Context: an optimization exercise on an open-source flow, tuned for small area, a short achievable clock period and few clock cycles per item. The choices shown serve that exercise and are no tape-out recipe. Function was checked by simulation only, so behaviour that the tests miss may differ from the original.

==> wip/quartz <==
==> flow/design.v <==
module mult_s1(
    input [7:0] a,
    input [7:0] b,
    output [23:0] e
    );
    wire t1 = (a[0] & b[6]) ^ (a[1] & b[5]);
    wire t2 = (a[0] & b[6]) & (a[1] & b[5]);
    wire t3 = (a[0] & b[7]) ^ (a[1] & b[6]) ^ (a[2] & b[5]);
    wire t4 = ((a[0] & b[7]) & (a[1] & b[6])) | ((a[0] & b[7]) & (a[2] & b[5])) | ((a[1] & b[6]) & (a[2] & b[5]));
    wire t5 = (a[3] & b[4]) ^ (a[4] & b[3]);
    wire t6 = (a[3] & b[4]) & (a[4] & b[3]);
    wire t7 = (a[1] & b[7]) ^ (a[2] & b[6]) ^ (a[3] & b[5]);
    wire t8 = ((a[1] & b[7]) & (a[2] & b[6])) | ((a[1] & b[7]) & (a[3] & b[5])) | ((a[2] & b[6]) & (a[3] & b[5]));
    wire t9 = (a[4] & b[4]) ^ (a[5] & b[3]);
    wire t10 = (a[4] & b[4]) & (a[5] & b[3]);
    wire t11 = (a[2] & b[7]) ^ (a[3] & b[6]) ^ (a[4] & b[5]);
    wire t12 = ((a[2] & b[7]) & (a[3] & b[6])) | ((a[2] & b[7]) & (a[4] & b[5])) | ((a[3] & b[6]) & (a[4] & b[5]));
    wire t13 = (a[0] & b[4]) ^ (a[1] & b[3]);
    wire t14 = (a[0] & b[4]) & (a[1] & b[3]);
    wire t15 = (a[0] & b[5]) ^ (a[1] & b[4]) ^ (a[2] & b[3]);
    wire t16 = ((a[0] & b[5]) & (a[1] & b[4])) | ((a[0] & b[5]) & (a[2] & b[3])) | ((a[1] & b[4]) & (a[2] & b[3]));
    wire t17 = (a[3] & b[2]) ^ (a[4] & b[1]);
    wire t18 = (a[3] & b[2]) & (a[4] & b[1]);
    wire t19 = t1 ^ (a[2] & b[4]) ^ (a[3] & b[3]);
    wire t20 = (t1 & (a[2] & b[4])) | (t1 & (a[3] & b[3])) | ((a[2] & b[4]) & (a[3] & b[3]));
    wire t21 = (a[4] & b[2]) ^ (a[5] & b[1]) ^ (a[6] & b[0]);
    wire t22 = ((a[4] & b[2]) & (a[5] & b[1])) | ((a[4] & b[2]) & (a[6] & b[0])) | ((a[5] & b[1]) & (a[6] & b[0]));
    wire t23 = t2 ^ t3 ^ t5;
    wire t24 = (t2 & t3) | (t2 & t5) | (t3 & t5);
    wire t25 = (a[5] & b[2]) ^ (a[6] & b[1]) ^ (a[7] & b[0]);
    wire t26 = ((a[5] & b[2]) & (a[6] & b[1])) | ((a[5] & b[2]) & (a[7] & b[0])) | ((a[6] & b[1]) & (a[7] & b[0]));
    wire t27 = t4 ^ t6 ^ t7;
    wire t28 = (t4 & t6) | (t4 & t7) | (t6 & t7);
    wire t29 = t9 ^ (a[6] & b[2]) ^ (a[7] & b[1]);
    wire t30 = (t9 & (a[6] & b[2])) | (t9 & (a[7] & b[1])) | ((a[6] & b[2]) & (a[7] & b[1]));
    wire t31 = t8 ^ t10 ^ t11;
    wire t32 = (t8 & t10) | (t8 & t11) | (t10 & t11);
    wire t33 = (a[5] & b[4]) ^ (a[6] & b[3]) ^ (a[7] & b[2]);
    wire t34 = ((a[5] & b[4]) & (a[6] & b[3])) | ((a[5] & b[4]) & (a[7] & b[2])) | ((a[6] & b[3]) & (a[7] & b[2]));
    wire t35 = t12 ^ (a[3] & b[7]) ^ (a[4] & b[6]);
    wire t36 = (t12 & (a[3] & b[7])) | (t12 & (a[4] & b[6])) | ((a[3] & b[7]) & (a[4] & b[6]));
    wire t37 = (a[5] & b[5]) ^ (a[6] & b[4]) ^ (a[7] & b[3]);
    wire t38 = ((a[5] & b[5]) & (a[6] & b[4])) | ((a[5] & b[5]) & (a[7] & b[3])) | ((a[6] & b[4]) & (a[7] & b[3]));
    wire t39 = (a[4] & b[7]) ^ (a[5] & b[6]) ^ (a[6] & b[5]);
    wire t40 = ((a[4] & b[7]) & (a[5] & b[6])) | ((a[4] & b[7]) & (a[6] & b[5])) | ((a[5] & b[6]) & (a[6] & b[5]));
    wire t41 = (a[0] & b[3]) ^ (a[1] & b[2]);
    wire t42 = (a[0] & b[3]) & (a[1] & b[2]);
    wire t43 = t13 ^ (a[2] & b[2]) ^ (a[3] & b[1]);
    wire t44 = (t13 & (a[2] & b[2])) | (t13 & (a[3] & b[1])) | ((a[2] & b[2]) & (a[3] & b[1]));
    wire t45 = t14 ^ t15 ^ t17;
    wire t46 = (t14 & t15) | (t14 & t17) | (t15 & t17);
    wire t47 = t16 ^ t18 ^ t19;
    wire t48 = (t16 & t18) | (t16 & t19) | (t18 & t19);
    wire t49 = t20 ^ t22 ^ t23;
    wire t50 = (t20 & t22) | (t20 & t23) | (t22 & t23);
    wire t51 = t24 ^ t26 ^ t27;
    wire t52 = (t24 & t26) | (t24 & t27) | (t26 & t27);
    wire t53 = t28 ^ t30 ^ t31;
    wire t54 = (t28 & t30) | (t28 & t31) | (t30 & t31);
    wire t55 = t32 ^ t34 ^ t35;
    wire t56 = (t32 & t34) | (t32 & t35) | (t34 & t35);
    wire t57 = t36 ^ t38 ^ t39;
    wire t58 = (t36 & t38) | (t36 & t39) | (t38 & t39);
    wire t59 = t40 ^ (a[5] & b[7]) ^ (a[6] & b[6]);
    wire t60 = (t40 & (a[5] & b[7])) | (t40 & (a[6] & b[6])) | ((a[5] & b[7]) & (a[6] & b[6]));
    wire t61 = (a[0] & b[2]) ^ (a[1] & b[1]);
    wire t62 = (a[0] & b[2]) & (a[1] & b[1]);
    wire t63 = t41 ^ (a[2] & b[1]) ^ (a[3] & b[0]);
    wire t64 = (t41 & (a[2] & b[1])) | (t41 & (a[3] & b[0])) | ((a[2] & b[1]) & (a[3] & b[0]));
    wire t65 = t42 ^ t43 ^ (a[4] & b[0]);
    wire t66 = (t42 & t43) | (t42 & (a[4] & b[0])) | (t43 & (a[4] & b[0]));
    wire t67 = t44 ^ t45 ^ (a[5] & b[0]);
    wire t68 = (t44 & t45) | (t44 & (a[5] & b[0])) | (t45 & (a[5] & b[0]));
    wire t69 = t46 ^ t47 ^ t21;
    wire t70 = (t46 & t47) | (t46 & t21) | (t47 & t21);
    wire t71 = t48 ^ t49 ^ t25;
    wire t72 = (t48 & t49) | (t48 & t25) | (t49 & t25);
    wire t73 = t50 ^ t51 ^ t29;
    wire t74 = (t50 & t51) | (t50 & t29) | (t51 & t29);
    wire t75 = t52 ^ t53 ^ t33;
    wire t76 = (t52 & t53) | (t52 & t33) | (t53 & t33);
    wire t77 = t54 ^ t55 ^ t37;
    wire t78 = (t54 & t55) | (t54 & t37) | (t55 & t37);
    wire t79 = t56 ^ t57 ^ (a[7] & b[4]);
    wire t80 = (t56 & t57) | (t56 & (a[7] & b[4])) | (t57 & (a[7] & b[4]));
    wire t81 = t58 ^ t59 ^ (a[7] & b[5]);
    wire t82 = (t58 & t59) | (t58 & (a[7] & b[5])) | (t59 & (a[7] & b[5]));
    wire t83 = t60 ^ (a[6] & b[7]) ^ (a[7] & b[6]);
    wire t84 = (t60 & (a[6] & b[7])) | (t60 & (a[7] & b[6])) | ((a[6] & b[7]) & (a[7] & b[6]));
    assign e[0] = t61;
    assign e[1] = t62;
    assign e[2] = t63;
    assign e[3] = t64;
    assign e[4] = t65;
    assign e[5] = t66;
    assign e[6] = t67;
    assign e[7] = t68;
    assign e[8] = t69;
    assign e[9] = t70;
    assign e[10] = t71;
    assign e[11] = t72;
    assign e[12] = t73;
    assign e[13] = t74;
    assign e[14] = t75;
    assign e[15] = t76;
    assign e[16] = t77;
    assign e[17] = t78;
    assign e[18] = t79;
    assign e[19] = t80;
    assign e[20] = t81;
    assign e[21] = t82;
    assign e[22] = t83;
    assign e[23] = t84;
endmodule
module mult_s2(
    input [7:0] a,
    input [7:0] b,
    input [23:0] e,
    output [15:0] x
    );
    wire [15:0] r0 = {1'b0, e[23], e[21], e[19], e[17], e[15], e[13], e[11], e[9], e[7], e[5], e[3], e[1], e[0], (a[0] & b[1]), (a[0] & b[0])};
    wire [15:0] r1 = {1'b0, (a[7] & b[7]), e[22], e[20], e[18], e[16], e[14], e[12], e[10], e[8], e[6], e[4], e[2], (a[2] & b[0]), (a[1] & b[0]), 1'b0};
    assign x = r0 + r1;
endmodule
`timescale 1ns / 1ps
module kadai4 (
    input CLK,
    input RST,
    input [7:0] A,
    input [7:0] B,
    input ACK,
    input START,
    input HALT,
    output [15:0] X,
    output X_VALID,
    output REQ_AB
);
reg [15:0] r0, r1, r2, r3, r4, r5, r6, r7;
reg [23:0] e;
reg inp;             
reg outp;            
reg req;             
reg [2:0] cnt;       
reg [2:0] w;         
reg req_o;           
reg vld;             
wire abort = RST | HALT;
wire acc = req & ACK;
wire [23:0] part;
wire [15:0] prod;
mult_s1 ml1 (
    .a(r5[15:8]),
    .b(r5[7:0]),
    .e(part)
);
mult_s2 ml2 (
    .a(r6[15:8]),
    .b(r6[7:0]),
    .e(e),
    .x(prod)
);
always @(posedge CLK) begin
    r0 <= acc ? {A, B} : r6;
    r1 <= r0;
    r2 <= r1;
    r3 <= r2;
    r4 <= r3;
    r5 <= r4;
    r6 <= r5;
    e <= part;
    r7 <= prod;
end
wire idle = !inp && !outp;
wire cnt7 = (cnt == 3'd7);
wire [2:0] cnt_up = cnt + 3'd1;
wire [2:0] cnt_hold = idle ? 3'd0 : outp ? cnt_up : cnt;
wire [2:0] cnt_acc = idle ? 3'd0 : (outp || req) ? cnt_up : cnt;
wire req_nack = !abort && (inp ? (!req && w == 3'd1) : (idle && START));
wire req_ack = !abort && (inp ? (req ? !cnt7 : w == 3'd1) : (idle && START));
wire last = inp && req && cnt7;
wire inp_nack = !abort && (inp || (idle && START));
wire inp_ack = inp_nack && !last;
wire outp_nack = !abort && outp && !cnt7;
wire outp_ack = !abort && ((outp && !cnt7) || last);
always @(posedge CLK) begin
    cnt <= ACK ? cnt_acc : cnt_hold;
    w <= (req && !ACK) ? 3'd6 : w - 3'd1;
    req <= ACK ? req_ack : req_nack;
    inp <= ACK ? inp_ack : inp_nack;
    outp <= ACK ? outp_ack : outp_nack;
    if (abort) begin
        req_o <= 1'b0;
        vld <= 1'b0;
    end else if (inp) begin
        if (acc) begin
            if (cnt7) begin
                req_o <= 1'b0;
                vld <= 1'b1;
            end
        end else if (req_o) begin
            req_o <= 1'b0;
        end else if (w == 3'd1) begin
            req_o <= 1'b1;
        end
    end else if (outp) begin
        if (cnt7) vld <= 1'b0;
    end else if (START) begin
        req_o <= 1'b1;
    end
end
assign X = r7;
assign X_VALID = vld;
assign REQ_AB = req_o;
endmodule    
==> flow/flow/run.sh <==
#!/bin/bash
# The standard layout, with Yosys's full-adder extraction left out (the adder
# trees are mapped by ABC from plain gates instead of sky130 fa/ha cells),
# plain buffers on the ports, and no dummy loads in the clock tree.
set -euo pipefail
bash standard.sh ADDER_MAP_FILE= \
  "BUFFER_PORTS_ARGS=-buffer_cell sky130_fd_sc_hd__buf_2" \
  "CTS_ARGS=-sink_clustering_enable -repair_clock_nets -dont_use_dummy_load -sink_clustering_size 30 -sink_clustering_max_diameter 100 -buf_list sky130_fd_sc_hd__clkbuf_8" \
  finish > flow.log 2>&1
==> flow/standard.sh <==
#!/bin/bash
# synth_recipe.tcl (not shown) runs the flow's synth.tcl, then flattens the netlist and writes it again
# the make line also repeats each setting of config.mk as NAME=value (left out here)
make -C /OpenROAD-flow-scripts/flow DESIGN_CONFIG=/design/flow/config.mk WORK_HOME=/design/flow/orfs CLKGATE_MAP_FILE= SYNTH_SCRIPT=/design/flow/synth_recipe.tcl "${@:-finish}"
==> flow/config.mk <==
export PLATFORM = sky130hd
export DESIGN_NAME = kadai4
export DESIGN_NICKNAME = kadai4
export VERILOG_FILES = /design/flow/design.v
export SDC_FILE = /design/flow/constraint.sdc
export NUM_CORES = 4
export LEC_CHECK = 0
export ABC_AREA = 1
export ABC_CLOCK_PERIOD_IN_PS = 2600
export CAP_MARGIN = 20
export CORE_MARGIN = 2
export CORE_UTILIZATION = 40
export CTS_BUF_LIST = sky130_fd_sc_hd__clkbuf_8
export CTS_CLUSTER_DIAMETER = 100
export CTS_CLUSTER_SIZE = 30
export SETUP_SLACK_MARGIN = 3.0
export SLEW_MARGIN = 20
==> flow/constraint.sdc <==
create_clock -name core_clock -period 5.0 [get_ports {CLK}]
set_input_delay 1.0000 -clock core_clock [delete_from_list [all_inputs] [get_ports {CLK}]]
set_output_delay 1.0000 -clock core_clock [all_outputs]
set_load 0.01 [all_outputs]
==> inputs of wip/lagoon, as changes to wip/quartz <==
--- a/flow/design.v
+++ b/flow/design.v
@@ -136,13 +136,14 @@
     output REQ_AB
 );
+localparam  S_IDLE = 2'd0,
+            S_INPUT = 2'd1,
+            S_OUTPUT = 2'd2;
 reg [15:0] r0, r1, r2, r3, r4, r5, r6, r7;
 reg [23:0] e;
-reg inp;             
-reg outp;            
-reg req;             
+reg [1:0] st;
 reg [2:0] cnt;       
 reg [2:0] w;         
-reg req_o;           
-reg vld;             
+reg req;
+reg vld;
 wire abort = RST | HALT;
 wire acc = req & ACK;
@@ -171,44 +172,44 @@
     r7 <= prod;
 end
-wire idle = !inp && !outp;
-wire cnt7 = (cnt == 3'd7);
-wire [2:0] cnt_up = cnt + 3'd1;
-wire [2:0] cnt_hold = idle ? 3'd0 : outp ? cnt_up : cnt;
-wire [2:0] cnt_acc = idle ? 3'd0 : (outp || req) ? cnt_up : cnt;
-wire req_nack = !abort && (inp ? (!req && w == 3'd1) : (idle && START));
-wire req_ack = !abort && (inp ? (req ? !cnt7 : w == 3'd1) : (idle && START));
-wire last = inp && req && cnt7;
-wire inp_nack = !abort && (inp || (idle && START));
-wire inp_ack = inp_nack && !last;
-wire outp_nack = !abort && outp && !cnt7;
-wire outp_ack = !abort && ((outp && !cnt7) || last);
 always @(posedge CLK) begin
-    cnt <= ACK ? cnt_acc : cnt_hold;
-    w <= (req && !ACK) ? 3'd6 : w - 3'd1;
-    req <= ACK ? req_ack : req_nack;
-    inp <= ACK ? inp_ack : inp_nack;
-    outp <= ACK ? outp_ack : outp_nack;
     if (abort) begin
-        req_o <= 1'b0;
+        st <= S_IDLE;
+        req <= 1'b0;
         vld <= 1'b0;
-    end else if (inp) begin
-        if (acc) begin
-            if (cnt7) begin
-                req_o <= 1'b0;
-                vld <= 1'b1;
+    end else begin
+        case (st)
+            S_IDLE:
+                if (START) begin
+                    st <= S_INPUT;
+                    req <= 1'b1;
+                    cnt <= 3'd0;
+                end
+            S_INPUT:
+                if (acc) begin
+                    cnt <= cnt + 3'd1;
+                    if (cnt == 3'd7) begin
+                        st <= S_OUTPUT;
+                        req <= 1'b0;
+                        vld <= 1'b1;
+                    end
+                end else if (req) begin
+                    req <= 1'b0;
+                    w <= 3'd6;
+                end else begin
+                    w <= w - 3'd1;
+                    if (w == 3'd1) req <= 1'b1;
+                end
+            default: begin
+                cnt <= cnt + 3'd1;
+                if (cnt == 3'd7) begin
+                    st <= S_IDLE;
+                    vld <= 1'b0;
+                end
             end
-        end else if (req_o) begin
-            req_o <= 1'b0;
-        end else if (w == 3'd1) begin
-            req_o <= 1'b1;
-        end
-    end else if (outp) begin
-        if (cnt7) vld <= 1'b0;
-    end else if (START) begin
-        req_o <= 1'b1;
+        endcase
     end
 end
 assign X = r7;
 assign X_VALID = vld;
-assign REQ_AB = req_o;
+assign REQ_AB = req;
 endmodule    
==> flow/flow/run.sh (replaced) <==
#!/bin/bash
# The standard layout, with Yosys's full-adder extraction left out: the adder
# trees are mapped by ABC from plain gates instead of sky130 fa/ha cells.
set -euo pipefail
bash standard.sh ADDER_MAP_FILE= finish > flow.log 2>&1
--- a/flow/config.mk
+++ b/flow/config.mk
@@ -6,6 +6,5 @@
 export NUM_CORES = 4
 export LEC_CHECK = 0
-export ABC_AREA = 1
-export ABC_CLOCK_PERIOD_IN_PS = 2600
+export ABC_CLOCK_PERIOD_IN_PS = 2000
 export CAP_MARGIN = 20
 export CORE_MARGIN = 2
@@ -14,4 +13,4 @@
 export CTS_CLUSTER_DIAMETER = 100
 export CTS_CLUSTER_SIZE = 30
-export SETUP_SLACK_MARGIN = 3.0
+export SETUP_SLACK_MARGIN = 2.8
 export SLEW_MARGIN = 20
==> results by group <==
GRT
  • Met2 usage: 0.234

Critical path
  • Critical path endpoint: REQ_AB
  • Top delay family on crit path: flip-flops

Outcome
  • Status: no timing/DRC/antenna violations

Placement
  • Placed instance area: ~0.0066 mm^2

Yosys
  • Mux contribution to synthesized area: 0
  • Compound-Gate Fraction of Synth Area: 0.0422

Layout
  • Multi-input gate area: 0.00252 mm^2
the above is filed under wip/quartz

==> results by group <==
GRT
  • Met2 usage: 0.205

Layout
  • Multi-input gate area: 0.00250 mm^2

Yosys
  • Mux contribution to synthesized area: 0.0308

Outcome
  • Status: no timing/DRC/antenna violations

Placement
  • Placed instance area: roughly 0.0064 mm^2

Critical path
  • Critical path endpoint: e[15]$_DFF_P_
the above is filed under wip/lagoon

Testbench counts of wip/quartz, summed over its fixed seeds: cycles 3,264, items 1,536.
Testbench counts of wip/lagoon, summed over its fixed seeds: cycles 3,264, items 1,536.

## static timing again, ports no longer ideal
No port has a modelled driver above. Below, the same layouts with a new extraction and two added sets of constraints. Step 1, drivers: a clkbuf_16 drives CLK and a buf_2 each remaining input, both assumed. Step 2 adds t to the input delays and takes it off the output delays; t is the mean of the earliest and latest rising clock arrival at the registers after step 1. Input paths then give back, and output paths get back, about the clock's delay inside the block. Slacks: ideal ports / drivers / drivers and shift; pairs: ideal ports / drivers.
run	t (ns)	slack for setup (ns)	hold slack, ns	worst setup path after step 2	worst data-port slew with drivers (ns)
wip/quartz	0.461	3.110 / 3.076 / 2.744	0.322 / 0.322 / 0.322	input to register	0.03
wip/lagoon	0.471	2.891 / 2.891 / 2.443	0.315 / 0.315 / 0.315	input to register	0.04
After both steps every run listed still meets setup and hold. The setup slack of wip/lagoon, which loses most, moves by 0.000 ns with the drivers and by -0.448 ns with both steps.
